This design comes from an exercise in tuning for small area, a short achievable clock period and few clock cycles per item on the open sky130 flow, not from production work. Function was not checked in any run shown here: the RTL went through the layout flow alone. Power figures rest on the tool's default switching activity, not on a simulated workload.

===== flow/design.v =====
module fa_cell (
    input  logic a,
    input  logic b,
    input  logic ci,
    output logic s,
    output logic co
);
    assign s  = a ^ b ^ ci;
    assign co = (a & b) | (a & ci) | (b & ci);
endmodule
module assignment (
    input logic clk,
    input logic NRST,
    input logic start,
    input logic [10:0] A,
    input logic [10:0] B,
    output logic [20:0] result,
    output logic ready
);
    logic        busy;
    logic        accept;
    logic [10:0] a_value;
    logic [9:0]  b_mod;
    logic [9:0]  b_mod_next;
    logic [20:0] row0, row1;
    logic pp_0_0;
    logic pp_0_1;
    logic pp_0_2;
    logic pp_0_3;
    logic pp_0_4;
    logic pp_0_5;
    logic pp_0_6;
    logic pp_0_7;
    logic pp_0_8;
    logic pp_0_9;
    logic pp_1_0;
    logic pp_1_1;
    logic pp_1_2;
    logic pp_1_3;
    logic pp_1_4;
    logic pp_1_5;
    logic pp_1_6;
    logic pp_1_7;
    logic pp_1_8;
    logic pp_1_9;
    logic pp_2_0;
    logic pp_2_1;
    logic pp_2_2;
    logic pp_2_3;
    logic pp_2_4;
    logic pp_2_5;
    logic pp_2_6;
    logic pp_2_7;
    logic pp_2_8;
    logic pp_2_9;
    logic pp_3_0;
    logic pp_3_1;
    logic pp_3_2;
    logic pp_3_3;
    logic pp_3_4;
    logic pp_3_5;
    logic pp_3_6;
    logic pp_3_7;
    logic pp_3_8;
    logic pp_3_9;
    logic pp_4_0;
    logic pp_4_1;
    logic pp_4_2;
    logic pp_4_3;
    logic pp_4_4;
    logic pp_4_5;
    logic pp_4_6;
    logic pp_4_7;
    logic pp_4_8;
    logic pp_4_9;
    logic pp_5_0;
    logic pp_5_1;
    logic pp_5_2;
    logic pp_5_3;
    logic pp_5_4;
    logic pp_5_5;
    logic pp_5_6;
    logic pp_5_7;
    logic pp_5_8;
    logic pp_5_9;
    logic pp_6_0;
    logic pp_6_1;
    logic pp_6_2;
    logic pp_6_3;
    logic pp_6_4;
    logic pp_6_5;
    logic pp_6_6;
    logic pp_6_7;
    logic pp_6_8;
    logic pp_6_9;
    logic pp_7_0;
    logic pp_7_1;
    logic pp_7_3;
    logic pp_7_4;
    logic pp_7_5;
    logic pp_7_6;
    logic pp_7_7;
    logic pp_7_8;
    logic pp_7_9;
    logic pp_8_0;
    logic pp_8_3;
    logic pp_8_4;
    logic pp_8_5;
    logic pp_8_6;
    logic pp_8_7;
    logic pp_8_8;
    logic pp_8_9;
    logic pp_9_3;
    logic pp_9_4;
    logic pp_9_5;
    logic pp_9_6;
    logic pp_9_7;
    logic pp_9_8;
    logic pp_9_9;
    logic pp_10_2;
    logic pp_10_3;
    logic pp_10_4;
    logic pp_10_5;
    logic pp_10_6;
    logic pp_10_7;
    logic pp_10_8;
    logic pp_10_9;
    logic s1;
    logic c2;
    logic s3;
    logic c4;
    logic s5;
    logic c6;
    logic s7;
    logic c8;
    logic s9;
    logic c10;
    logic s11;
    logic c12;
    logic s13;
    logic c14;
    logic s15;
    logic c16;
    logic s17;
    logic c18;
    logic s19;
    logic c20;
    logic s21;
    logic c22;
    logic s23;
    logic c24;
    logic s25;
    logic c26;
    logic s27;
    logic c28;
    logic s29;
    logic c30;
    logic s31;
    logic c32;
    logic s33;
    logic c34;
    logic s35;
    logic c36;
    logic s37;
    logic c38;
    logic s39;
    logic c40;
    logic s41;
    logic c42;
    logic s43;
    logic c44;
    logic s45;
    logic c46;
    logic s47;
    logic c48;
    logic s49;
    logic c50;
    logic s51;
    logic c52;
    logic s53;
    logic c54;
    logic s55;
    logic c56;
    logic s57;
    logic c58;
    logic s59;
    logic c60;
    logic s61;
    logic c62;
    logic s63;
    logic c64;
    logic s65;
    logic c66;
    logic s67;
    logic c68;
    logic s69;
    logic c70;
    logic s71;
    logic c72;
    logic s73;
    logic c74;
    logic s75;
    logic c76;
    logic s77;
    logic c78;
    logic s79;
    logic c80;
    logic s81;
    logic c82;
    logic s83;
    logic c84;
    logic s85;
    logic c86;
    logic s87;
    logic c88;
    logic s89;
    logic c90;
    logic s91;
    logic c92;
    logic s93;
    logic c94;
    logic s95;
    logic c96;
    logic s97;
    logic c98;
    logic s99;
    logic c100;
    logic s101;
    logic c102;
    logic s103;
    logic c104;
    logic s105;
    logic c106;
    logic s107;
    logic c108;
    logic s109;
    logic c110;
    logic s111;
    logic c112;
    logic s113;
    logic c114;
    logic s115;
    logic c116;
    logic s117;
    logic c118;
    logic s119;
    logic c120;
    logic s121;
    logic c122;
    logic s123;
    logic c124;
    logic s125;
    logic c126;
    logic s127;
    logic c128;
    logic s129;
    logic c130;
    logic s131;
    logic c132;
    logic s133;
    logic c134;
    logic s135;
    logic c136;
    logic s137;
    logic c138;
    logic s139;
    logic c140;
    logic s141;
    logic c142;
    logic s143;
    logic c144;
    logic s145;
    logic c146;
    logic s147;
    logic c148;
    logic s149;
    logic c150;
    logic s151;
    logic c152;
    logic s153;
    logic c154;
    assign accept = start & ~busy;
    logic       b_ge_1000, b_ge_2000, b_q1, b_f;
    logic [6:0] h;
    assign h = B[9:3];
    assign b_ge_2000 = B[10] & B[9] & B[8] & B[7] & B[6] & (B[5] | B[4]);
    assign b_ge_1000 = B[10] | (B[9] & B[8] & B[7] & B[6] & B[5] & (B[4] | B[3]));
    assign b_q1 = b_ge_1000 & ~b_ge_2000;
    assign b_f = (b_ge_2000 & (h[1] | h[2])) | (b_q1 & (h[0] | h[1]) & h[2]);
    assign b_mod_next[2:0] = B[2:0];
    assign b_mod_next[3] = h[0] ^ b_q1;
    assign b_mod_next[4] = h[1] ^ (b_ge_2000 | (b_q1 & ~h[0]));
    assign b_mod_next[5] = h[2] ^ ((b_ge_2000 & ~h[1]) | (b_q1 & (h[0] | h[1])));
    assign b_mod_next[6] = h[3] ^ b_f;
    assign b_mod_next[7] = h[4] ^ (b_f & h[3]);
    assign b_mod_next[8] = h[5] ^ (b_f & h[3] & h[4]);
    assign b_mod_next[9] = h[6] ^ (b_f & h[3] & h[4] & h[5]);
    always_ff @(posedge clk) begin
        if (accept) begin
            a_value <= A;
            b_mod   <= b_mod_next;
        end
    end
    logic ppi_9_0;
    logic ppi_8_1;
    logic ppi_7_2;
    logic ppi_10_0;
    logic ppi_9_1;
    logic ppi_8_2;
    logic ppi_10_1;
    logic ppi_9_2;
    logic pre_s9;
    logic pre_c10;
    logic pre_s10;
    logic pre_c11;
    logic pre_s11;
    logic pre_c12;
    assign ppi_9_0 = ~(A[9] & B[0]);
    assign ppi_8_1 = ~(A[8] & B[1]);
    assign ppi_7_2 = ~(A[7] & B[2]);
    fa_cell u_pre9 (.a(ppi_9_0), .b(ppi_8_1), .ci(ppi_7_2), .s(pre_s9), .co(pre_c10));
    assign ppi_10_0 = ~(A[10] & B[0]);
    assign ppi_9_1 = ~(A[9] & B[1]);
    assign ppi_8_2 = ~(A[8] & B[2]);
    fa_cell u_pre10 (.a(ppi_10_0), .b(ppi_9_1), .ci(ppi_8_2), .s(pre_s10), .co(pre_c11));
    assign ppi_10_1 = ~(A[10] & B[1]);
    assign ppi_9_2 = ~(A[9] & B[2]);
    fa_cell u_pre11 (.a(ppi_10_1), .b(ppi_9_2), .ci(1'b1), .s(pre_s11), .co(pre_c12));
    logic [5:0] pre_q;
    always_ff @(posedge clk) begin
        if (accept) pre_q <= {pre_c12, pre_s11, pre_c11, pre_s10, pre_c10, pre_s9};
    end
    assign pp_0_0 = ~(a_value[0] & b_mod[0]);
    assign pp_0_1 = ~(a_value[0] & b_mod[1]);
    assign pp_0_2 = ~(a_value[0] & b_mod[2]);
    assign pp_0_3 = ~(a_value[0] & b_mod[3]);
    assign pp_0_4 = ~(a_value[0] & b_mod[4]);
    assign pp_0_5 = ~(a_value[0] & b_mod[5]);
    assign pp_0_6 = ~(a_value[0] & b_mod[6]);
    assign pp_0_7 = ~(a_value[0] & b_mod[7]);
    assign pp_0_8 = ~(a_value[0] & b_mod[8]);
    assign pp_0_9 = ~(a_value[0] & b_mod[9]);
    assign pp_1_0 = ~(a_value[1] & b_mod[0]);
    assign pp_1_1 = ~(a_value[1] & b_mod[1]);
    assign pp_1_2 = ~(a_value[1] & b_mod[2]);
    assign pp_1_3 = ~(a_value[1] & b_mod[3]);
    assign pp_1_4 = ~(a_value[1] & b_mod[4]);
    assign pp_1_5 = ~(a_value[1] & b_mod[5]);
    assign pp_1_6 = ~(a_value[1] & b_mod[6]);
    assign pp_1_7 = ~(a_value[1] & b_mod[7]);
    assign pp_1_8 = ~(a_value[1] & b_mod[8]);
    assign pp_1_9 = ~(a_value[1] & b_mod[9]);
    assign pp_2_0 = ~(a_value[2] & b_mod[0]);
    assign pp_2_1 = ~(a_value[2] & b_mod[1]);
    assign pp_2_2 = ~(a_value[2] & b_mod[2]);
    assign pp_2_3 = ~(a_value[2] & b_mod[3]);
    assign pp_2_4 = ~(a_value[2] & b_mod[4]);
    assign pp_2_5 = ~(a_value[2] & b_mod[5]);
    assign pp_2_6 = ~(a_value[2] & b_mod[6]);
    assign pp_2_7 = ~(a_value[2] & b_mod[7]);
    assign pp_2_8 = ~(a_value[2] & b_mod[8]);
    assign pp_2_9 = ~(a_value[2] & b_mod[9]);
    assign pp_3_0 = ~(a_value[3] & b_mod[0]);
    assign pp_3_1 = ~(a_value[3] & b_mod[1]);
    assign pp_3_2 = ~(a_value[3] & b_mod[2]);
    assign pp_3_3 = ~(a_value[3] & b_mod[3]);
    assign pp_3_4 = ~(a_value[3] & b_mod[4]);
    assign pp_3_5 = ~(a_value[3] & b_mod[5]);
    assign pp_3_6 = ~(a_value[3] & b_mod[6]);
    assign pp_3_7 = ~(a_value[3] & b_mod[7]);
    assign pp_3_8 = ~(a_value[3] & b_mod[8]);
    assign pp_3_9 = ~(a_value[3] & b_mod[9]);
    assign pp_4_0 = ~(a_value[4] & b_mod[0]);
    assign pp_4_1 = ~(a_value[4] & b_mod[1]);
    assign pp_4_2 = ~(a_value[4] & b_mod[2]);
    assign pp_4_3 = ~(a_value[4] & b_mod[3]);
    assign pp_4_4 = ~(a_value[4] & b_mod[4]);
    assign pp_4_5 = ~(a_value[4] & b_mod[5]);
    assign pp_4_6 = ~(a_value[4] & b_mod[6]);
    assign pp_4_7 = ~(a_value[4] & b_mod[7]);
    assign pp_4_8 = ~(a_value[4] & b_mod[8]);
    assign pp_4_9 = ~(a_value[4] & b_mod[9]);
    assign pp_5_0 = ~(a_value[5] & b_mod[0]);
    assign pp_5_1 = ~(a_value[5] & b_mod[1]);
    assign pp_5_2 = ~(a_value[5] & b_mod[2]);
    assign pp_5_3 = ~(a_value[5] & b_mod[3]);
    assign pp_5_4 = ~(a_value[5] & b_mod[4]);
    assign pp_5_5 = ~(a_value[5] & b_mod[5]);
    assign pp_5_6 = ~(a_value[5] & b_mod[6]);
    assign pp_5_7 = ~(a_value[5] & b_mod[7]);
    assign pp_5_8 = ~(a_value[5] & b_mod[8]);
    assign pp_5_9 = ~(a_value[5] & b_mod[9]);
    assign pp_6_0 = ~(a_value[6] & b_mod[0]);
    assign pp_6_1 = ~(a_value[6] & b_mod[1]);
    assign pp_6_2 = ~(a_value[6] & b_mod[2]);
    assign pp_6_3 = ~(a_value[6] & b_mod[3]);
    assign pp_6_4 = ~(a_value[6] & b_mod[4]);
    assign pp_6_5 = ~(a_value[6] & b_mod[5]);
    assign pp_6_6 = ~(a_value[6] & b_mod[6]);
    assign pp_6_7 = ~(a_value[6] & b_mod[7]);
    assign pp_6_8 = ~(a_value[6] & b_mod[8]);
    assign pp_6_9 = ~(a_value[6] & b_mod[9]);
    assign pp_7_0 = ~(a_value[7] & b_mod[0]);
    assign pp_7_1 = ~(a_value[7] & b_mod[1]);
    assign pp_7_3 = ~(a_value[7] & b_mod[3]);
    assign pp_7_4 = ~(a_value[7] & b_mod[4]);
    assign pp_7_5 = ~(a_value[7] & b_mod[5]);
    assign pp_7_6 = ~(a_value[7] & b_mod[6]);
    assign pp_7_7 = ~(a_value[7] & b_mod[7]);
    assign pp_7_8 = ~(a_value[7] & b_mod[8]);
    assign pp_7_9 = ~(a_value[7] & b_mod[9]);
    assign pp_8_0 = ~(a_value[8] & b_mod[0]);
    assign pp_8_3 = ~(a_value[8] & b_mod[3]);
    assign pp_8_4 = ~(a_value[8] & b_mod[4]);
    assign pp_8_5 = ~(a_value[8] & b_mod[5]);
    assign pp_8_6 = ~(a_value[8] & b_mod[6]);
    assign pp_8_7 = ~(a_value[8] & b_mod[7]);
    assign pp_8_8 = ~(a_value[8] & b_mod[8]);
    assign pp_8_9 = ~(a_value[8] & b_mod[9]);
    assign pp_9_3 = ~(a_value[9] & b_mod[3]);
    assign pp_9_4 = ~(a_value[9] & b_mod[4]);
    assign pp_9_5 = ~(a_value[9] & b_mod[5]);
    assign pp_9_6 = ~(a_value[9] & b_mod[6]);
    assign pp_9_7 = ~(a_value[9] & b_mod[7]);
    assign pp_9_8 = ~(a_value[9] & b_mod[8]);
    assign pp_9_9 = ~(a_value[9] & b_mod[9]);
    assign pp_10_2 = ~(a_value[10] & b_mod[2]);
    assign pp_10_3 = ~(a_value[10] & b_mod[3]);
    assign pp_10_4 = ~(a_value[10] & b_mod[4]);
    assign pp_10_5 = ~(a_value[10] & b_mod[5]);
    assign pp_10_6 = ~(a_value[10] & b_mod[6]);
    assign pp_10_7 = ~(a_value[10] & b_mod[7]);
    assign pp_10_8 = ~(a_value[10] & b_mod[8]);
    assign pp_10_9 = ~(a_value[10] & b_mod[9]);
    fa_cell u_ha1 (.a(pp_0_6), .b(pp_1_5), .ci(1'b1), .s(s1), .co(c2));
    fa_cell u_fa1 (.a(pp_0_7), .b(pp_1_6), .ci(pp_2_5), .s(s3), .co(c4));
    fa_cell u_ha2 (.a(pp_3_4), .b(pp_4_3), .ci(1'b1), .s(s5), .co(c6));
    fa_cell u_fa2 (.a(pp_0_8), .b(pp_1_7), .ci(pp_2_6), .s(s7), .co(c8));
    fa_cell u_fa3 (.a(pp_3_5), .b(pp_4_4), .ci(pp_5_3), .s(s9), .co(c10));
    fa_cell u_ha3 (.a(pp_6_2), .b(pp_7_1), .ci(1'b1), .s(s11), .co(c12));
    fa_cell u_fa4 (.a(pre_q[0]), .b(pp_0_9), .ci(pp_1_8), .s(s13), .co(c14));
    fa_cell u_fa5 (.a(pp_2_7), .b(pp_3_6), .ci(pp_4_5), .s(s15), .co(c16));
    fa_cell u_ha4 (.a(pp_5_4), .b(pp_6_3), .ci(1'b1), .s(s17), .co(c18));
    fa_cell u_fa6 (.a(pre_q[1]), .b(pre_q[2]), .ci(pp_1_9), .s(s19), .co(c20));
    fa_cell u_fa7 (.a(pp_2_8), .b(pp_3_7), .ci(pp_4_6), .s(s21), .co(c22));
    fa_cell u_fa8 (.a(pp_5_5), .b(pp_6_4), .ci(pp_7_3), .s(s23), .co(c24));
    fa_cell u_fa9 (.a(pre_q[3]), .b(pre_q[4]), .ci(pp_2_9), .s(s25), .co(c26));
    fa_cell u_fa10 (.a(pp_3_8), .b(pp_4_7), .ci(pp_5_6), .s(s27), .co(c28));
    fa_cell u_fa11 (.a(pp_6_5), .b(pp_7_4), .ci(pp_8_3), .s(s29), .co(c30));
    fa_cell u_fa12 (.a(pre_q[5]), .b(pp_10_2), .ci(pp_3_9), .s(s31), .co(c32));
    fa_cell u_fa13 (.a(pp_4_8), .b(pp_5_7), .ci(pp_6_6), .s(s33), .co(c34));
    fa_cell u_fa14 (.a(pp_7_5), .b(pp_8_4), .ci(pp_9_3), .s(s35), .co(c36));
    fa_cell u_fa15 (.a(pp_10_3), .b(pp_4_9), .ci(pp_5_8), .s(s37), .co(c38));
    fa_cell u_fa16 (.a(pp_6_7), .b(pp_7_6), .ci(pp_8_5), .s(s39), .co(c40));
    fa_cell u_fa17 (.a(pp_10_4), .b(pp_5_9), .ci(pp_6_8), .s(s41), .co(c42));
    fa_cell u_ha5 (.a(pp_0_4), .b(pp_1_3), .ci(1'b1), .s(s43), .co(c44));
    fa_cell u_fa18 (.a(pp_0_5), .b(pp_1_4), .ci(pp_2_3), .s(s45), .co(c46));
    fa_cell u_ha6 (.a(pp_3_2), .b(pp_4_1), .ci(1'b1), .s(s47), .co(c48));
    fa_cell u_fa19 (.a(pp_2_4), .b(pp_3_3), .ci(pp_4_2), .s(s49), .co(c50));
    fa_cell u_fa20 (.a(pp_5_1), .b(pp_6_0), .ci(s1), .s(s51), .co(c52));
    fa_cell u_fa21 (.a(pp_5_2), .b(pp_6_1), .ci(pp_7_0), .s(s53), .co(c54));
    fa_cell u_fa22 (.a(c2), .b(s5), .ci(s3), .s(s55), .co(c56));
    fa_cell u_fa23 (.a(pp_8_0), .b(c6), .ci(s11), .s(s57), .co(c58));
    fa_cell u_fa24 (.a(c4), .b(s7), .ci(s9), .s(s59), .co(c60));
    fa_cell u_fa25 (.a(c12), .b(s17), .ci(c10), .s(s61), .co(c62));
    fa_cell u_fa26 (.a(c8), .b(s13), .ci(s15), .s(s63), .co(c64));
    fa_cell u_fa27 (.a(c18), .b(c14), .ci(c16), .s(s65), .co(c66));
    fa_cell u_fa28 (.a(s19), .b(s21), .ci(s23), .s(s67), .co(c68));
    fa_cell u_fa29 (.a(c20), .b(c22), .ci(c24), .s(s69), .co(c70));
    fa_cell u_fa30 (.a(s25), .b(s27), .ci(s29), .s(s71), .co(c72));
    fa_cell u_fa31 (.a(c26), .b(c28), .ci(c30), .s(s73), .co(c74));
    fa_cell u_fa32 (.a(s31), .b(s33), .ci(s35), .s(s75), .co(c76));
    fa_cell u_fa33 (.a(pp_9_4), .b(c32), .ci(c34), .s(s77), .co(c78));
    fa_cell u_fa34 (.a(c36), .b(s37), .ci(s39), .s(s79), .co(c80));
    fa_cell u_fa35 (.a(pp_7_7), .b(pp_8_6), .ci(pp_9_5), .s(s81), .co(c82));
    fa_cell u_fa36 (.a(c38), .b(c40), .ci(s41), .s(s83), .co(c84));
    fa_cell u_fa37 (.a(pp_10_5), .b(pp_6_9), .ci(pp_7_8), .s(s85), .co(c86));
    fa_cell u_fa38 (.a(pp_8_7), .b(pp_9_6), .ci(c42), .s(s87), .co(c88));
    fa_cell u_fa39 (.a(pp_10_6), .b(pp_7_9), .ci(pp_8_8), .s(s89), .co(c90));
    fa_cell u_ha7 (.a(pp_0_3), .b(pp_1_2), .ci(1'b1), .s(s91), .co(c92));
    fa_cell u_fa40 (.a(pp_2_2), .b(pp_3_1), .ci(pp_4_0), .s(s93), .co(c94));
    fa_cell u_fa41 (.a(pp_5_0), .b(c44), .ci(s47), .s(s95), .co(c96));
    fa_cell u_fa42 (.a(c48), .b(c46), .ci(s49), .s(s97), .co(c98));
    fa_cell u_fa43 (.a(c50), .b(s53), .ci(c52), .s(s99), .co(c100));
    fa_cell u_fa44 (.a(c54), .b(s57), .ci(c56), .s(s101), .co(c102));
    fa_cell u_fa45 (.a(c58), .b(c60), .ci(s61), .s(s103), .co(c104));
    fa_cell u_fa46 (.a(c62), .b(c64), .ci(s65), .s(s105), .co(c106));
    fa_cell u_fa47 (.a(c66), .b(c68), .ci(s69), .s(s107), .co(c108));
    fa_cell u_fa48 (.a(c70), .b(c72), .ci(s73), .s(s109), .co(c110));
    fa_cell u_fa49 (.a(c74), .b(c76), .ci(s77), .s(s111), .co(c112));
    fa_cell u_fa50 (.a(s81), .b(c78), .ci(c80), .s(s113), .co(c114));
    fa_cell u_fa51 (.a(c82), .b(s85), .ci(c84), .s(s115), .co(c116));
    fa_cell u_fa52 (.a(pp_9_7), .b(c86), .ci(s89), .s(s117), .co(c118));
    fa_cell u_fa53 (.a(pp_10_7), .b(pp_8_9), .ci(pp_9_8), .s(s119), .co(c120));
    fa_cell u_ha8 (.a(pp_0_2), .b(pp_1_1), .ci(1'b1), .s(s121), .co(c122));
    fa_cell u_fa54 (.a(pp_2_1), .b(pp_3_0), .ci(s91), .s(s123), .co(c124));
    fa_cell u_fa55 (.a(c92), .b(s43), .ci(s93), .s(s125), .co(c126));
    fa_cell u_fa56 (.a(c94), .b(s45), .ci(s95), .s(s127), .co(c128));
    fa_cell u_fa57 (.a(c96), .b(s51), .ci(s97), .s(s129), .co(c130));
    fa_cell u_fa58 (.a(c98), .b(s55), .ci(s99), .s(s131), .co(c132));
    fa_cell u_fa59 (.a(s59), .b(c100), .ci(s101), .s(s133), .co(c134));
    fa_cell u_fa60 (.a(s63), .b(c102), .ci(s103), .s(s135), .co(c136));
    fa_cell u_fa61 (.a(s67), .b(c104), .ci(s105), .s(s137), .co(c138));
    fa_cell u_fa62 (.a(s71), .b(c106), .ci(s107), .s(s139), .co(c140));
    fa_cell u_fa63 (.a(s75), .b(c108), .ci(s109), .s(s141), .co(c142));
    fa_cell u_fa64 (.a(s79), .b(c110), .ci(s111), .s(s143), .co(c144));
    fa_cell u_fa65 (.a(s83), .b(c112), .ci(s113), .s(s145), .co(c146));
    fa_cell u_fa66 (.a(s87), .b(c114), .ci(s115), .s(s147), .co(c148));
    fa_cell u_fa67 (.a(c88), .b(s117), .ci(c116), .s(s149), .co(c150));
    fa_cell u_fa68 (.a(c90), .b(s119), .ci(c118), .s(s151), .co(c152));
    fa_cell u_fa69 (.a(pp_10_8), .b(pp_9_9), .ci(c120), .s(s153), .co(c154));
    assign row0 = {1'b1, pp_10_9, s153, s151, s149, c146, c144, c142, c140, c138, c136, c134, c132, c130, c128, c126, c124, c122, pp_2_0, pp_0_1, pp_0_0};
    assign row1 = {1'b1, c154, c152, c150, c148, s147, s145, s143, s141, s139, s137, s135, s133, s131, s129, s127, s125, s123, s121, pp_1_0, 1'b1};
    logic [8:0] blk0;
    assign blk0 = ~({1'b0, row0[7:0]} + {1'b0, row1[7:0]} + 9'd1);
    logic [5:0] blk1;
    assign blk1 = ~({1'b0, row0[12:8]} + {1'b0, row1[12:8]} + 6'd1);
    logic [4:0] blk2;
    assign blk2 = ~({1'b0, row0[16:13]} + {1'b0, row1[16:13]} + 5'd1);
    logic [4:0] blk3;
    assign blk3 = ~({1'b0, row0[20:17]} + {1'b0, row1[20:17]} + 5'd1);
    logic [20:0] sum_q;
    logic [2:0] gen_q;
    logic [2:1] prop_q;
    always_ff @(posedge clk) begin
        sum_q[7:0] <= blk0[7:0];
        gen_q[0] <= blk0[8];
        sum_q[12:8] <= blk1[4:0];
        gen_q[1] <= blk1[5];
        prop_q[1] <= &(row0[12:8] ^ row1[12:8]);
        sum_q[16:13] <= blk2[3:0];
        gen_q[2] <= blk2[4];
        prop_q[2] <= &(row0[16:13] ^ row1[16:13]);
        sum_q[20:17] <= blk3[3:0];
    end
    logic [3:1] cin;
    assign cin[1] = gen_q[0];
    assign cin[2] = (gen_q[0] & prop_q[1]) | gen_q[1];
    assign cin[3] = (gen_q[0] & prop_q[1] & prop_q[2]) | (gen_q[1] & prop_q[2]) | gen_q[2];
    assign result[7:0] = sum_q[7:0];
    assign result[12:8] = sum_q[12:8] + 5'(cin[1]);
    assign result[16:13] = sum_q[16:13] + 4'(cin[2]);
    assign result[20:17] = sum_q[20:17] + 4'(cin[3]);
    always_ff @(posedge clk or negedge NRST) begin
        if (!NRST) begin
            busy  <= 1'b0;
            ready <= 1'b0;
        end else begin
            busy  <= accept;
            ready <= busy | (ready & ~start);
        end
    end
endmodule

===== flow/flow/run.sh =====
#!/bin/bash
# The standard layout (the standard.sh: ORFS synthesis to final layout),
# with smaller port buffers and no clock-tree dummy loads.
set -euo pipefail
export BUFFER_PORTS_ARGS="-buffer_cell ${PORT_BUF:-sky130_fd_sc_hd__buf_1}"
export CTS_ARGS="-sink_clustering_enable -repair_clock_nets -dont_use_dummy_load -buf_list sky130_fd_sc_hd__clkbuf_8"
bash standard.sh > standard.log 2>&1

===== flow/standard.sh =====
#!/bin/bash
# synth_recipe.tcl (not shown) runs the flow's synth.tcl, then flattens the netlist and writes it again
# the make line also repeats each setting of config.mk as NAME=value (left out here)
make -C /OpenROAD-flow-scripts/flow DESIGN_CONFIG=/design/flow/config.mk WORK_HOME=/design/flow/orfs CLKGATE_MAP_FILE= SYNTH_SCRIPT=/design/flow/synth_recipe.tcl "${@:-finish}"

===== flow/config.mk =====
export PLATFORM = sky130hd
export DESIGN_NAME = assignment
export DESIGN_NICKNAME = assignment
export VERILOG_FILES = /design/flow/design.v
export SDC_FILE = /design/flow/constraint.sdc
export NUM_CORES = 4
export LEC_CHECK = 0
export CAP_MARGIN = 20
export CORE_MARGIN = 2
export CORE_UTILIZATION = 65
export SLEW_MARGIN = 20
export SYNTH_HIERARCHICAL = 1
export SYNTH_MINIMUM_KEEP_SIZE = 0

===== flow/constraint.sdc =====
create_clock -name core_clock -period 12.5 [get_ports {clk}]
set_input_delay 2.5000 -clock core_clock [delete_from_list [all_inputs] [get_ports {clk}]]
set_output_delay 2.5000 -clock core_clock [all_outputs]
set_load 0.01 [all_outputs]

==> impl_metrics.yaml, run 1 <==
detailed_routing:
  vias_per_cell: 5.42
  wl_met1_um: 3580
  drt_iter0_markers: 173
  wl_met2_um: 4060
  ant_nets: 0
  route.top_layer_used: "met4"
  wl_per_cell_um: 15.4
  wl_um: 8300
  drc: 0
  dr_wl_met3_um: 585
  num_vias: 2918
  detail_route.first_pass.iterations: 4
floorplanning:
  die_w_um: 88.3
  fp.dieH_um: 88.3
  num_rows: 30
  core_um2: 6830
  dieArea_um2: 7800
  io_pins: 47
  initial_utilization_pct: 67.7
synth:
  synthXorXnorAreaFrac_pct: 3.41
  synth_flop_cell: "edfxtp_1"
  ys_ff_latch: 55
  synth.area.mux_share_pct: 0
  synth_compound_area_share_pct: 5.09
  synth_area_um2: 4620
  synth_fa_ha_area_share_pct: 44.2
  ys_types: 39
  seq_area_frac_synth_pct: 29.9
  synth_edf_count: 27
  synth-async-reset-ratio_pct: 3.64
  ys_top_cells_by_count: "nand2_1 (111), fa_1 (84), ha_1 (29)"
  yosysTopAreaCell: "fa_1"
  yosysMostFrequentCell: "nand2_1"
  synth_top_family_by_area: "adder cells"
  synth_top_area_share_pct: 36.4
  syn_inst: 412
  ys_warn_count: 7
  post_synth.cell_area_avg_um2: 11.2
  synthSimpleGateAreaFrac_pct: 12.4
  synthTopCellsByArea: "fa_1 (36%), edfxtp_1 (18%), dfxtp_1 (11%)"
placed_design:
  hpwl_um: 6640
  post-place-ws_ns: 8.43
  gp_congestion: 0.864
  io_buffers: 46
clocking:
  root_buffer: "clkbuf_8"
  clk_path_buf_depth: 2
  cts_tree: "done"
  cts_made_buffers: 5
  h-tree-depth: 2
  cts_sinks: 55
  cts_setup_buffers: 0
  cts_hold_buf: 0
  cts.clk_slew.worst_paths_ns: 0.09
  ctsResizeCount: 0
  clkLatencyLatePin_ns: 0.31
worst_setup_path:
  path_cells: "a21o_1 -> a21o_1 -> ha_1 -> ha_1 -> xor2_1 -> buf_1"
  endpoint_kind: "primary output"
  cp.required_ns: 10.00
  cp.depth: 6
  slowest_delay_ns: 0.32
  worstPathArrival_ns: 1.66
  crit_fanout: 2
  cp_num_buf_inv: 1
  worst_path_max_delay_cell: "dfxtp_1"
  critPathLaunchType: "register"
  r2r_cells: 12
  path_class: "reg -> out"
  crit_family: "adder cells"
timing:
  min_period_ns: 4.16
  fin_crit_sh_pct: 33.3
  fmax_ghz: 0.241
  slew_violations: 0
  finalWorstSetupSlack_ns: 8.34
  timing.hold.ws_ns: 0.490
  hold_viol: 0
  setup_viol: 0
  fin_skew_ns: 0.0123
  rsz0062_at_grt: "no"
  setup_tns_ns: 0
global_routing:
  grt_max_degree: 29
  grt_pass1_wl_um: 13900
  overflow: 0
  grt_use_total_pct: 23.8
  grt_antenna_before_repair: 0
  grt_pass1_vias: 2987
final_layout:
  fillers: 505
  nets: 582
  diodes: 0
  seqCellArea_um2: 1380
  final_util_pct: 71.4
  drive_gt1_share_pct: 2.49
  multi_input_area_um2: 3050
  areaGrowthSynthToFinish_pct: 5.41
power:
  ir_drop_mv: 0.0806
  powerDensity_nw_per_um2: 186
  p_leak_nw: 1.88
  power_mw: 0.907
hold_path:
  hold_depth: 1
  hp-class: "reg -> reg"
status:
  status: "timing/DRC/antenna clean"
job:
  drv_cap: 0
==> metrics by stage <==
| step | cell area, um^2 | instances |
|---|---|---|
| after global routing | 4870 | 538 |
| after global placement | 4810 | 533 |
| after CTS | 4870 | 538 |
| after floorplan | 4650 | 420 |
| final | 4870 | 538 |
| after detailed placement | 4810 | 533 |
==> registers in the layout (all words and copies together) (netlist names) <==
| name | flops |
|---|---|
| gen_q | 3 |
| ready | 1 |
| prop_q | 2 |
| sum_q | 21 |
| busy | 1 |
| b_mod | 10 |
| a_value | 11 |
| pre_q | 6 |
==> modules after synthesis (local to each module, per instance) <==
module / flops+latches / times used
fa_cell: 0 / 80
assignment: 55 / 1
==> routing by layer <==
layer | GRT usage (%) | up-vias
met5 | 0 | -
met4 | 5.65 | 0
met3 | 4.85 | 8
met2 | 40.0 | 104
met1 | 32.6 | 1437
li1 | - | 1369
==> worst paths after layout <==
kind	slack [ns]	startpoint	end
worst max-delay path	8.34	gen_q[0]	result[19]
worst min-delay path	0.49	busy	ready
worst max register to register	8.62	a_value[6]	sum_q[12]
worst min register to register	0.49	busy	ready
max in group asynchronous	10.43	NRST	busy
min in group asynchronous	1.95	NRST	ready
==> cell families (layout without fill, tap and decap cells) <==
family          after synthesis  count (layout)
simple gates                139             139
fa+ha+maj                   113             113
flops                        55              55
buf+inv                      50              72
compound gates               36              36
xor+xnor                     18              18
other cells                   1               9
==> power by group <==
part	internal [mW]	switching [mW]
clock	0.0363	0.0530
combinational	0.251	0.297
sequential	0.242	0.0280
==> layout by cell type, fill, tap and decap left out, drive strengths merged, types with 2 or more instances in the layout <==
master and instances:
nand2 112, fa 84, buf 47, ha 29, edfxtp 27, dfxtp 26, inv 20, xor2 10
o21ai 10, conb 9, xnor2 8, a21oi 8, a21o 8, nand3 6, nor2 6, clkbuf 5
and2 3, and4 2, nor2b 2, nor3 2, a211oi 2, o21bai 2, a31oi 2, dfrtp 2
==> cell type report <==
cell class	instances	area share [%]
sequential	55	28.3
inverter	20	1.54
timing repair buffer	47	3.70
tap	96	2.46
clock buffer	5	1.41
multi-input combinational	315	62.6
==> run 2, diff against run 1 <==
--- a/flow/design.v
+++ b/flow/design.v
@@ -523,5 +523,8 @@
     logic [2:0] gen_q;
     logic [2:1] prop_q;
+    logic pre_cin3, cin_q3;
+    assign pre_cin3 = (blk0[8] & (&(row0[12:8] ^ row1[12:8])) & (&(row0[16:13] ^ row1[16:13]))) | (blk1[5] & (&(row0[16:13] ^ row1[16:13]))) | blk2[4];
     always_ff @(posedge clk) begin
+        cin_q3 <= pre_cin3;
         sum_q[7:0] <= blk0[7:0];
         gen_q[0] <= blk0[8];
@@ -537,5 +540,5 @@
     assign cin[1] = gen_q[0];
     assign cin[2] = (gen_q[0] & prop_q[1]) | gen_q[1];
-    assign cin[3] = (gen_q[0] & prop_q[1] & prop_q[2]) | (gen_q[1] & prop_q[2]) | gen_q[2];
+    assign cin[3] = cin_q3;
     assign result[7:0] = sum_q[7:0];
     assign result[12:8] = sum_q[12:8] + 5'(cin[1]);
==> run 2 against run 1 <==
Net effect: still clean on timing, DRC and antenna; cell count rose by 1.1%; critical path type is now reg -> reg; core utilization rose by 0.12 points; register-to-register slack got worse by 0.11 ns; highest routed layer unchanged; maximum frequency rose by 4.1%; via count rose by 2.7%.
==> impl_metrics.yaml, run 2 <==
power:
  seqPwrFrac_pct: 28.1
  intPower_mw: 0.547
  powerDensity_nw_per_um2: 193
  p_sw_mw: 0.402
  p_leak_nw: 1.93
  switching_share_pct: 42.3
  p_clk_share_pct: 9.5
  ir_drop_mv: 0.0746
  power_frac_comb_pct: 62.4
global_routing:
  grt_pass1_wl_um: 14300
  grt_max_degree: 29
  grt_pass1_vias: 3064
  overflow: 0
  grt_antenna_before_repair: 0
  grt_use_total_pct: 24.4
timing:
  slew_violations: 0
  hold_viol: 0
  fmax_ghz: 0.250
  setup_tns_ns: 0
  setup_viol: 0
  finalWorstSetupSlack_ns: 8.51
  fin_skew_ns: 0.0259
  fin_crit_sh_pct: 31.9
  min_period_ns: 3.99
  rsz0062_at_grt: "no"
worst_setup_path:
  crit_fanout: 10
  startpoint: "a_value[2]"
  critPathLaunchType: "register"
  cp.required_ns: 12.69
  path_class: "reg -> reg"
  endpoint_kind: "register"
  worstPathArrival_ns: 4.19
  r2r_start: "a_value[2]"
floorplanning:
  die_w_um: 88.7
  num_rows: 30
  initial_utilization_pct: 67.8
  core_um2: 6870
  fp.dieH_um: 88.7
  io_pins: 47
  dieArea_um2: 7860
clocking:
  cts_made_buffers: 5
  cts_setup_buffers: 0
  ctsResizeCount: 0
  clkLatencyLatePin_ns: 0.31
  h-tree-depth: 2
  cts_tree: "done"
  cts_sinks: 54
  clk_path_buf_depth: 2
  cts.clk_slew.worst_paths_ns: 0.10
  root_buffer: "clkbuf_8"
  cts_hold_buf: 0
synth:
  ys_warn_count: 7
  seq_area_frac_synth_pct: 29.2
  synthTopCellsByArea: "fa_1 (36%), edfxtp_1 (17%), dfxtp_1 (11%)"
  synth_flop_cell: "edfxtp_1"
  yosysMostFrequentCell: "nand2_1"
  yosysTopAreaCell: "fa_1"
  ys_ff_latch: 54
  ys_top_cells_by_count: "nand2_1 (115), fa_1 (84), ha_1 (29)"
  ys_types: 42
  synth_edf_count: 27
  synth_top_area_share_pct: 36.1
  post_synth.cell_area_avg_um2: 11.1
  syn_inst: 418
  synth-async-reset-ratio_pct: 3.70
  synth_area_um2: 4660
detailed_routing:
  wl_um: 8580
  vias_per_cell: 5.51
  num_vias: 2996
  drc: 0
  ant_nets: 0
  drt_iter0_markers: 211
  detail_route.first_pass.iterations: 4
  wl_per_cell_um: 15.8
job:
  drv_cap: 0
hold_path:
  min_from: "busy"
  hp-class: "reg -> reg"
status:
  status: "timing/DRC/antenna clean"
final_layout:
  layout_common_cells: "nand2_1 (115), fa_1 (84), buf_1 (46), ha_1 (29), edfxtp_1 (27)"
  largest_register_ffs: 21
  diodes: 0
  largest_registers: "sum_q x21, a_value x11, b_mod x10"
  drive_gt1_share_pct: 2.90
  final_common_cell: "nand2_1"
  areaGrowthSynthToFinish_pct: 5.40
  nets: 588
  top_register: "sum_q"
placed_design:
  post-place-ws_ns: 8.48
  gp_congestion: 0.831
  io_buffers: 46
  hpwl_um: 6720
[run 2: changes by cell type after synthesis, moves of 2 or more]
cell,change
a211oi_2,-2
a21o_1,+2
nand2_1,+4
nor2_1,+3
o21ai_0,-6
o21ai_1,+3
o21bai_1,-2
[run 2: worst paths after layout]
| path | endpoint | slack, ns | cells after the start |
|---|---|---|---|
| setup / recovery | cin_q3 | 8.51 | 12 |
| hold / removal | ready | 0.52 | 1 |
| setup reg to reg | cin_q3 | 8.51 | 12 |
| hold reg to reg | ready | 0.52 | 1 |
| max in group asynchronous | ready | 10.44 | 1 |
| min in group asynchronous | busy | 1.94 | 1 |
[run 2: per-module statistics from Yosys, one instance, submodules excluded]
| module | copies in the design | area (um^2) | flip-flops and latches |
|---|---|---|---|
| fa_cell | 80 | 20.0 | 0 |
| assignment | 1 | 3060 | 54 |
[run 2: per-layer routing]
layer	wire, um	track usage, %
met2	4200	41.0
met5	0	0
met3	585	5.04
met1	3710	33.6
met4	90	4.96
[run 2: final cells by class]
| class | instances | area (um^2) |
|---|---|---|
| Fill cell | 509 | 1960 |
| Sequential cell | 54 | 1360 |
| Multi-Input combinational cell | 321 | 3100 |
| Inverter | 21 | 78.8 |
| Timing Repair Buffer | 47 | 180 |
| Clock buffer | 5 | 68.8 |
| Tap cell | 96 | 120 |
[run 2: cells by family (layout without fill, tap and decap cells)]
logic type               Yosys count  after routing  synth area share, %
XOR/XNOR                          17             17                 3.20
AND/OR/NAND/NOR                  144            144                 12.8
multiplexers                       1              1                0.242
other                              1              9               0.0805
adder cells (fa/ha/maj)          113            113                 43.9
buffers and inverters             51             73                 4.92
flip-flops                        54             54                 29.2
AO/OA/AOI/OAI                     37             37                 5.64
[run 2: per-stage QoR]
step           total power, mW  utilization, %  area (um^2)  hold slack, ns  cells
5_1_grt                   1.05            71.5         4910           0.537    544
6_report                 0.949            71.5         4910           0.516    544
3_3_place_gp             0.845            70.5         4840           0.462    539
2_1_floorplan            0.741               -         4690           0.429    426
3_5_place_dp             0.864            70.5         4840           0.507    539
4_1_cts                  0.955            71.5         4910           0.532    544
[run 2: critical path, stage by stage, from the launching register on]
cell and delay (ns):
edfxtp_1 0.63, nand2_1 0.14, fa_1 0.48, fa_1 0.46, fa_1 0.49, fa_1 0.53, inv_1 0.05, ha_1 0.20
fa_1 0.40, inv_1 0.07, a21o_1 0.10, a21oi_1 0.07, a211o_1 0.24
[run 2: power by group through the flow]
stage	Clock [mW]	Sequential, mW	Combinational (mW)
5_1_grt	0.0960	0.272	0.687
4_1_cts	0.0923	0.267	0.596
2_1_floorplan	0	0.256	0.485
6_report	0.0905	0.267	0.592
3_3_place_gp	0	0.270	0.576
3_5_place_dp	0	0.271	0.594
==> run 3, diff against run 2 <==
--- a/flow/design.v
+++ b/flow/design.v
@@ -523,7 +523,10 @@
     logic [2:0] gen_q;
     logic [2:1] prop_q;
+    logic pre_cin2, cin_q2;
     logic pre_cin3, cin_q3;
+    assign pre_cin2 = (blk0[8] & (&(row0[12:8] ^ row1[12:8]))) | blk1[5];
     assign pre_cin3 = (blk0[8] & (&(row0[12:8] ^ row1[12:8])) & (&(row0[16:13] ^ row1[16:13]))) | (blk1[5] & (&(row0[16:13] ^ row1[16:13]))) | blk2[4];
     always_ff @(posedge clk) begin
+        cin_q2 <= pre_cin2;
         cin_q3 <= pre_cin3;
         sum_q[7:0] <= blk0[7:0];
@@ -539,5 +542,5 @@
     logic [3:1] cin;
     assign cin[1] = gen_q[0];
-    assign cin[2] = (gen_q[0] & prop_q[1]) | gen_q[1];
+    assign cin[2] = cin_q2;
     assign cin[3] = cin_q3;
     assign result[7:0] = sum_q[7:0];
==> run 3 against run 2 <==
Net effect: still clean; sequential share of layout area fell by 0.12 points; maximum frequency decreased by 0.41%; sequential power down 2%; combinational power down 0.7%; critical path type unchanged; largest power group unchanged.
==> impl_metrics.yaml, run 3 <==
status:
  status: "timing/DRC/antenna clean"
global_routing:
  grt_pass1_wl_um: 14500
  grt_max_degree: 29
  overflow: 0
  grt_antenna_before_repair: 0
  grt_pass1_vias: 3077
  grt_use_total_pct: 24.8
synth:
  ys_warn_count: 7
  synth_edf_count: 27
  syn_inst: 415
  ys_types: 39
  synth_area_um2: 4600
  synthTopCellsByArea: "fa_1 (37%), edfxtp_1 (18%), dfxtp_1 (10%)"
  synth_flop_cell: "edfxtp_1"
  seq_area_frac_synth_pct: 29.2
  yosysTopAreaCell: "fa_1"
  ys_ff_latch: 53
  yosysMostFrequentCell: "nand2_1"
  ys_top_cells_by_count: "nand2_1 (115), fa_1 (84), ha_1 (29)"
  synth_top_area_share_pct: 36.6
  post_synth.cell_area_avg_um2: 11.1
  synth-async-reset-ratio_pct: 3.77
clocking:
  clkLatencyLatePin_ns: 0.32
  root_buffer: "clkbuf_8"
  clk_path_buf_depth: 2
  cts_sinks: 53
  cts_tree: "done"
  cts_hold_buf: 0
  ctsResizeCount: 0
  h-tree-depth: 2
  cts_made_buffers: 5
  cts.clk_slew.worst_paths_ns: 0.10
  cts_setup_buffers: 0
timing:
  setup_tns_ns: 0
  min_period_ns: 4.01
  setup_viol: 0
  slew_violations: 0
  worstMarginPinSlew_ns: 0.516
  rsz0062_at_grt: "no"
  finalWorstSetupSlack_ns: 8.49
  fin_crit_sh_pct: 32.1
  fin_skew_ns: 0.0242
  hold_viol: 0
  fmax_ghz: 0.249
  timing.hold.ws_ns: 0.491
  slew_headroom_pct: 65.3
placed_design:
  gp_congestion: 0.840
  hpwl_um: 6730
  post-place-ws_ns: 8.43
  io_buffers: 46
detailed_routing:
  vias_per_cell: 5.47
  ant_nets: 0
  wl_um: 8550
  drc: 0
  detail_route.first_pass.iterations: 4
  drt_iter0_markers: 203
  num_vias: 2957
  wl_per_cell_um: 15.8
worst_setup_path:
  path_cells: "nand2_1 -> fa_1 -> fa_1 -> fa_1 -> fa_1 -> inv_1 -> ha_1 -> fa_1 -> nor2b_1 -> o21ai_0 -> a32oi_1 -> o31ai_1"
  endpoint_kind: "register"
  cp_num_buf_inv: 1
  r2r_slack_ns: 8.49
  worstReg2RegEnd: "cin_q3"
  cpMostUsedCell: "fa_1"
  endpoint: "cin_q3"
  r2r_cells: 12
  r2r_start: "a_value[3]"
  cp.required_ns: 12.66
  startpoint: "a_value[3]"
  worstPathArrival_ns: 4.17
  worst_path_max_delay_cell: "edfxtp_1"
  crit_family: "adder cells"
  cp.depth: 12
  path_class: "reg -> reg"
  crit_fanout: 10
  critPathLaunchType: "register"
  slowest_delay_ns: 0.60
final_layout:
  final_common_cell: "nand2_1"
  nets: 585
  seqCellArea_um2: 1340
  largest_registers: "sum_q x21, a_value x11, b_mod x10"
  drive_gt1_share_pct: 2.25
  areaGrowthSynthToFinish_pct: 5.60
  largest_register_ffs: 21
  fillers: 542
  layout_common_cells: "nand2_1 (115), fa_1 (84), buf_1 (46), ha_1 (29), edfxtp_1 (27)"
  multi_input_area_um2: 3070
  diodes: 0
  top_register: "sum_q"
job:
  drv_cap: 0
floorplanning:
  num_rows: 30
  dieArea_um2: 7770
  die_w_um: 88.1
  initial_utilization_pct: 67.3
  fp.dieH_um: 88.1
  core_um2: 6830
  io_pins: 47
power:
  ir_drop_mv: 0.0728
  powerDensity_nw_per_um2: 193
  p_leak_nw: 1.90
hold_path:
  hp-class: "reg -> reg"
## run 3: cell type report
type                            count  share of cell area, %
Clock buffer                        5                   1.42
Inverter                           22                   1.70
Multi-Input combinational cell    318                   63.1
Sequential cell                    53                   27.6
Tap cell                           96                   2.47
Timing Repair Buffer               47                   3.71
## run 3: Yosys stat by module, one instance, submodules excluded
module      cell area (um^2)  flops+latches
assignment              3000             53
fa_cell                 20.0              0
## run 3: worst min-delay path by stage
| stage | start | to | depth (start not counted) |
|---|---|---|---|
| floorplan | busy | ready | 1 |
| global placement | busy | ready | 1 |
| detailed placement | ready | ready | 1 |
| CTS | ready | ready | 1 |
| global route | busy | ready | 1 |
| finish | busy | ready | 1 |
## run 3: stage by stage
stage / power, mW / instances / utilization [%] / instance area [um^2]
final: 0.939 / 541 / 71.1 / 4860
after global routing: 1.05 / 541 / 71.1 / 4860
after CTS: 0.941 / 541 / 71.1 / 4860
after detailed placement: 0.853 / 536 / 70.1 / 4790
after global placement: 0.826 / 536 / 70.1 / 4790
after floorplan: 0.727 / 423 / - / 4630
## run 3: routing by layer
layer	wire length (um)	track usage [%]	share of wire [%]
met1	3650	34.8	43
met2	4250	41.9	50
met3	570	3.86	6.7
met4	82	5.23	0.96
met5	0	0	0
## run 3: cell families (layout without fill, tap and decap cells)
kind of cell    after synthesis  count (layout)  share of synthesized area [%]
simple gates                142             142                           12.7
xor+xnor                     17              17                           3.24
other cells                   1               9                         0.0815
fa+ha+maj                   113             113                           44.4
compound gates               36              36                           5.25
mux                           1               1                          0.245
flops                        53              53                           29.2
buf+inv                      52              74                           4.92
## run 3: worst reg2reg max path: cells and delay by family, from the launching register on
family          cells  cell delay (ns)
fa+ha+maj           6             2.53
compound gates      3             0.39
flops               1             0.60
simple gates        2             0.29
buf+inv             1             0.04
## run 3: where the power goes
| group | total, mW | internal (mW) | switching, mW | leakage (nW) |
|---|---|---|---|---|
| combinational | 0.588 | 0.269 | 0.319 | 1.39 |
| clock | 0.0887 | 0.0363 | 0.0525 | 0.0359 |
| sequential | 0.262 | 0.235 | 0.0270 | 0.480 |
| total | 0.939 | 0.541 | 0.398 | 1.90 |
==> run 4, diff against run 3 <==
--- a/flow/design.v
+++ b/flow/design.v
@@ -512,40 +512,27 @@
     assign row0 = {1'b1, pp_10_9, s153, s151, s149, c146, c144, c142, c140, c138, c136, c134, c132, c130, c128, c126, c124, c122, pp_2_0, pp_0_1, pp_0_0};
     assign row1 = {1'b1, c154, c152, c150, c148, s147, s145, s143, s141, s139, s137, s135, s133, s131, s129, s127, s125, s123, s121, pp_1_0, 1'b1};
-    logic [8:0] blk0;
-    assign blk0 = ~({1'b0, row0[7:0]} + {1'b0, row1[7:0]} + 9'd1);
-    logic [5:0] blk1;
-    assign blk1 = ~({1'b0, row0[12:8]} + {1'b0, row1[12:8]} + 6'd1);
-    logic [4:0] blk2;
-    assign blk2 = ~({1'b0, row0[16:13]} + {1'b0, row1[16:13]} + 5'd1);
-    logic [4:0] blk3;
-    assign blk3 = ~({1'b0, row0[20:17]} + {1'b0, row1[20:17]} + 5'd1);
+    logic [9:0] blk0;
+    assign blk0 = ~({1'b0, row0[8:0]} + {1'b0, row1[8:0]} + 10'd1);
+    logic [6:0] blk1;
+    assign blk1 = ~({1'b0, row0[14:9]} + {1'b0, row1[14:9]} + 7'd1);
+    logic [6:0] blk2;
+    assign blk2 = ~({1'b0, row0[20:15]} + {1'b0, row1[20:15]} + 7'd1);
     logic [20:0] sum_q;
-    logic [2:0] gen_q;
-    logic [2:1] prop_q;
-    logic pre_cin2, cin_q2;
-    logic pre_cin3, cin_q3;
-    assign pre_cin2 = (blk0[8] & (&(row0[12:8] ^ row1[12:8]))) | blk1[5];
-    assign pre_cin3 = (blk0[8] & (&(row0[12:8] ^ row1[12:8])) & (&(row0[16:13] ^ row1[16:13]))) | (blk1[5] & (&(row0[16:13] ^ row1[16:13]))) | blk2[4];
+    logic [1:0] gen_q;
+    logic [1:1] prop_q;
     always_ff @(posedge clk) begin
-        cin_q2 <= pre_cin2;
-        cin_q3 <= pre_cin3;
-        sum_q[7:0] <= blk0[7:0];
-        gen_q[0] <= blk0[8];
-        sum_q[12:8] <= blk1[4:0];
-        gen_q[1] <= blk1[5];
-        prop_q[1] <= &(row0[12:8] ^ row1[12:8]);
-        sum_q[16:13] <= blk2[3:0];
-        gen_q[2] <= blk2[4];
-        prop_q[2] <= &(row0[16:13] ^ row1[16:13]);
-        sum_q[20:17] <= blk3[3:0];
+        sum_q[8:0] <= blk0[8:0];
+        gen_q[0] <= blk0[9];
+        sum_q[14:9] <= blk1[5:0];
+        gen_q[1] <= blk1[6];
+        prop_q[1] <= &(row0[14:9] ^ row1[14:9]);
+        sum_q[20:15] <= blk2[5:0];
     end
-    logic [3:1] cin;
+    logic [2:1] cin;
     assign cin[1] = gen_q[0];
-    assign cin[2] = cin_q2;
-    assign cin[3] = cin_q3;
-    assign result[7:0] = sum_q[7:0];
-    assign result[12:8] = sum_q[12:8] + 5'(cin[1]);
-    assign result[16:13] = sum_q[16:13] + 4'(cin[2]);
-    assign result[20:17] = sum_q[20:17] + 4'(cin[3]);
+    assign cin[2] = (gen_q[0] & prop_q[1]) | gen_q[1];
+    assign result[8:0] = sum_q[8:0];
+    assign result[14:9] = sum_q[14:9] + 6'(cin[1]);
+    assign result[20:15] = sum_q[20:15] + 6'(cin[2]);
     always_ff @(posedge clk or negedge NRST) begin
         if (!NRST) begin
==> run 4 against run 3 <==
Net effect: total power is 1.9% higher; worst setup slack got worse by 0.16 ns; largest cell class unchanged; first-iteration DRC count shrank 35%; non-clock buffer count unchanged; sequential share of layout area is essentially flat; clock skew up 0.0082 ns.
==> impl_metrics.yaml, run 4 <==
final_layout:
  final_common_cell: "nand2_1"
  layout_common_cells: "nand2_1 (114), fa_1 (83), buf_1 (46), ha_1 (27), edfxtp_1 (27)"
  top_register: "sum_q"
  final_cell_area_um2: 4860
  areaGrowthSynthToFinish_pct: 5.46
  largest_registers: "sum_q x21, a_value x11, b_mod x10"
  largest_register_ffs: 21
  diodes: 0
  drive_gt1_share_pct: 2.91
  fillers: 523
  nets: 584
worst_setup_path:
  slowest_delay_ns: 0.32
  worst_path_max_delay_cell: "dfxtp_1"
  cpMostUsedCell: "ha_1"
  worstPathArrival_ns: 1.67
  crit_family: "adder cells"
  cp_num_buf_inv: 1
  crit_fanout: 3
  cp.required_ns: 10.00
  critPathLaunchType: "register"
  path_class: "reg -> out"
  endpoint_kind: "primary output"
  path_cells: "a21o_1 -> ha_1 -> ha_1 -> nand3_1 -> xnor2_1 -> buf_1"
detailed_routing:
  detail_route.first_pass.iterations: 4
  num_vias: 2938
  vias_per_cell: 5.41
  drt_iter0_markers: 132
  ant_nets: 0
  wl_um: 8260
  wl_per_cell_um: 15.2
  drc: 0
timing:
  rsz0062_at_grt: "no"
  setup_viol: 0
  setup_tns_ns: 0
  min_period_ns: 4.17
  fin_crit_sh_pct: 33.3
  fmax_ghz: 0.240
  slew_violations: 0
  hold_viol: 0
  fin_skew_ns: 0.0324
synth:
  synth_flop_cell: "edfxtp_1"
  synthTopCellsByArea: "fa_1 (36%), edfxtp_1 (18%), dfxtp_1 (10%)"
  yosysMostFrequentCell: "nand2_1"
  synth_edf_count: 27
  synth-async-reset-ratio_pct: 3.77
  ys_top_cells_by_count: "nand2_1 (114), fa_1 (83), edfxtp_1 (27), ha_1 (27), dfxtp_1 (24)"
  seq_area_frac_synth_pct: 29.1
  synth_area_um2: 4610
  yosysTopAreaCell: "fa_1"
  ys_types: 39
  post_synth.cell_area_avg_um2: 11.1
  ys_warn_count: 7
  syn_inst: 417
  ys_ff_latch: 53
  synth_top_area_share_pct: 36.1
placed_design:
  hpwl_um: 6780
  place_area_um2: 4790
  io_buffers: 46
  gp_congestion: 0.901
clocking:
  cts_setup_buffers: 0
  cts.clk_slew.worst_paths_ns: 0.11
  cts_hold_buf: 0
  h-tree-depth: 2
  root_buffer: "clkbuf_8"
  cts_sinks: 53
  cts_tree: "done"
  clk_path_buf_depth: 2
  cts_made_buffers: 5
  clkLatencyLatePin_ns: 0.32
  ctsResizeCount: 0
power:
  intPower_mw: 0.550
  power_mw: 0.957
  p_leak_nw: 1.87
  switching_share_pct: 42.5
  ir_drop_mv: 0.123
  seqPwrFrac_pct: 28.0
  p_clk_share_pct: 9.1
  p_sw_mw: 0.407
  powerDensity_nw_per_um2: 197
  power_frac_comb_pct: 62.8
global_routing:
  grt_pass1_wl_um: 14300
  grt_max_degree: 29
  overflow: 0
  grt_antenna_before_repair: 0
  grt_pass1_vias: 3118
  grt_use_total_pct: 24.2
floorplanning:
  die_w_um: 88.2
  initial_utilization_pct: 67.5
  dieArea_um2: 7780
  core_um2: 6830
  num_rows: 30
  fp.dieH_um: 88.2
  io_pins: 47
job:
  drv_cap: 0
status:
  status: "timing/DRC/antenna clean"
hold_path:
  hp-class: "reg -> reg"
run 4: layout make-up:
cell class	count	area, um^2	share of cell area (%)
inverters	18	67.6	1.39
multi-input cells	324	3080	63.4
well taps	96	120	2.47
clock buffers	5	68.8	1.42
flip-flops and latches	53	1340	27.6
repair buffers	47	180	3.71
run 4: Yosys stat by module (local to each module, per instance):
| module | flip-flops and latches | copies in the design | cell area (um^2) |
|---|---|---|---|
| assignment | 53 | 1 | 3010 |
| fa_cell | 0 | 80 | 20.0 |
run 4: through the flow:
stage               hold WS (ns)  setup WS (ns)  instances  utilization (%)
floorplan                  0.429           8.37        425                -
global placement           0.457           8.47        538             70.1
detailed placement         0.475           8.43        538             70.1
CTS                        0.500           8.31        543             71.1
global route               0.520           8.19        543             71.1
finish                     0.495           8.33        543             71.1
run 4: final timing paths:
check                      slack, ns  cells past startpoint         end        from
max                             8.33                      6  result[19]    gen_q[0]
min                             0.50                      1       ready       ready
max reg2reg                     8.37                     13    gen_q[1]  a_value[6]
min reg2reg                     0.50                      1       ready       ready
max in group asynchronous      10.44                      1        busy        NRST
min in group asynchronous       1.94                      1       ready        NRST
run 4: cells by family (layout without fill, tap and decap cells):
group           after synthesis  in the layout  synth area share [%]
simple gates                151            151                  13.9
compound gates               33             33                  4.67
fa+ha+maj                   110            110                  43.4
mux                           2              2                 0.543
buf+inv                      48             70                  4.72
xor+xnor                     19             19                  3.61
flops                        53             53                  29.1
other cells                   1              9                0.0814
run 4: routing by layer:
| metal | vias up | GRT usage [%] | wire length (um) |
|---|---|---|---|
| met5 | - | 0 | 0 |
| met1 | 1456 | 32.4 | 3510 |
| met2 | 86 | 41.7 | 4180 |
| met3 | 19 | 3.96 | 383 |
| met4 | 0 | 6.47 | 190 |
| li1 | 1377 | - | - |
run 4: power groups by stage:
| stage | combinational [mW] | sequential, mW | clock [mW] |
|---|---|---|---|
| after detailed placement | 0.604 | 0.272 | 0 |
| final | 0.601 | 0.268 | 0.0876 |
| after global placement | 0.587 | 0.271 | 0 |
| after CTS | 0.608 | 0.268 | 0.0898 |
| after global routing | 0.698 | 0.275 | 0.0959 |
| after floorplan | 0.498 | 0.256 | 0 |

## what the ideal ports hide
The results above use ideal ports. As a check the final layouts listed here were re-extracted and re-timed, cells and wires unchanged. Step 1: set_driving_cell puts a clkbuf_16 on clk and a buf_2 on each other input, an assumption about the parent block. Step 2 also shifts input and output timing later by t, the mid clock arrival at the registers, as if the neighbouring blocks saw the same clock. Slacks: no drivers / after step 1 / after step 2; pairs: no drivers / after step 1.
| run | shift t [ns] | setup WS [ns] | worst register clock-pin slew, ns |
|---|---|---|---|
| run 1 | 0.334 | 8.342 / 8.314 / 8.437 | 0.09 / 0.09 |
| run 2 | 0.329 | 8.506 / 8.489 / 8.467 | 0.10 / 0.10 |
| run 3 | 0.338 | 8.490 / 8.490 / 8.417 | 0.10 / 0.10 |
| run 4 | 0.332 | 8.334 / 8.304 / 8.369 | 0.11 / 0.11 |
After both steps every run listed still meets setup and hold. The setup slack of run 3, which loses most, moves by 0.000 ns with the drivers and by -0.073 ns with both steps.
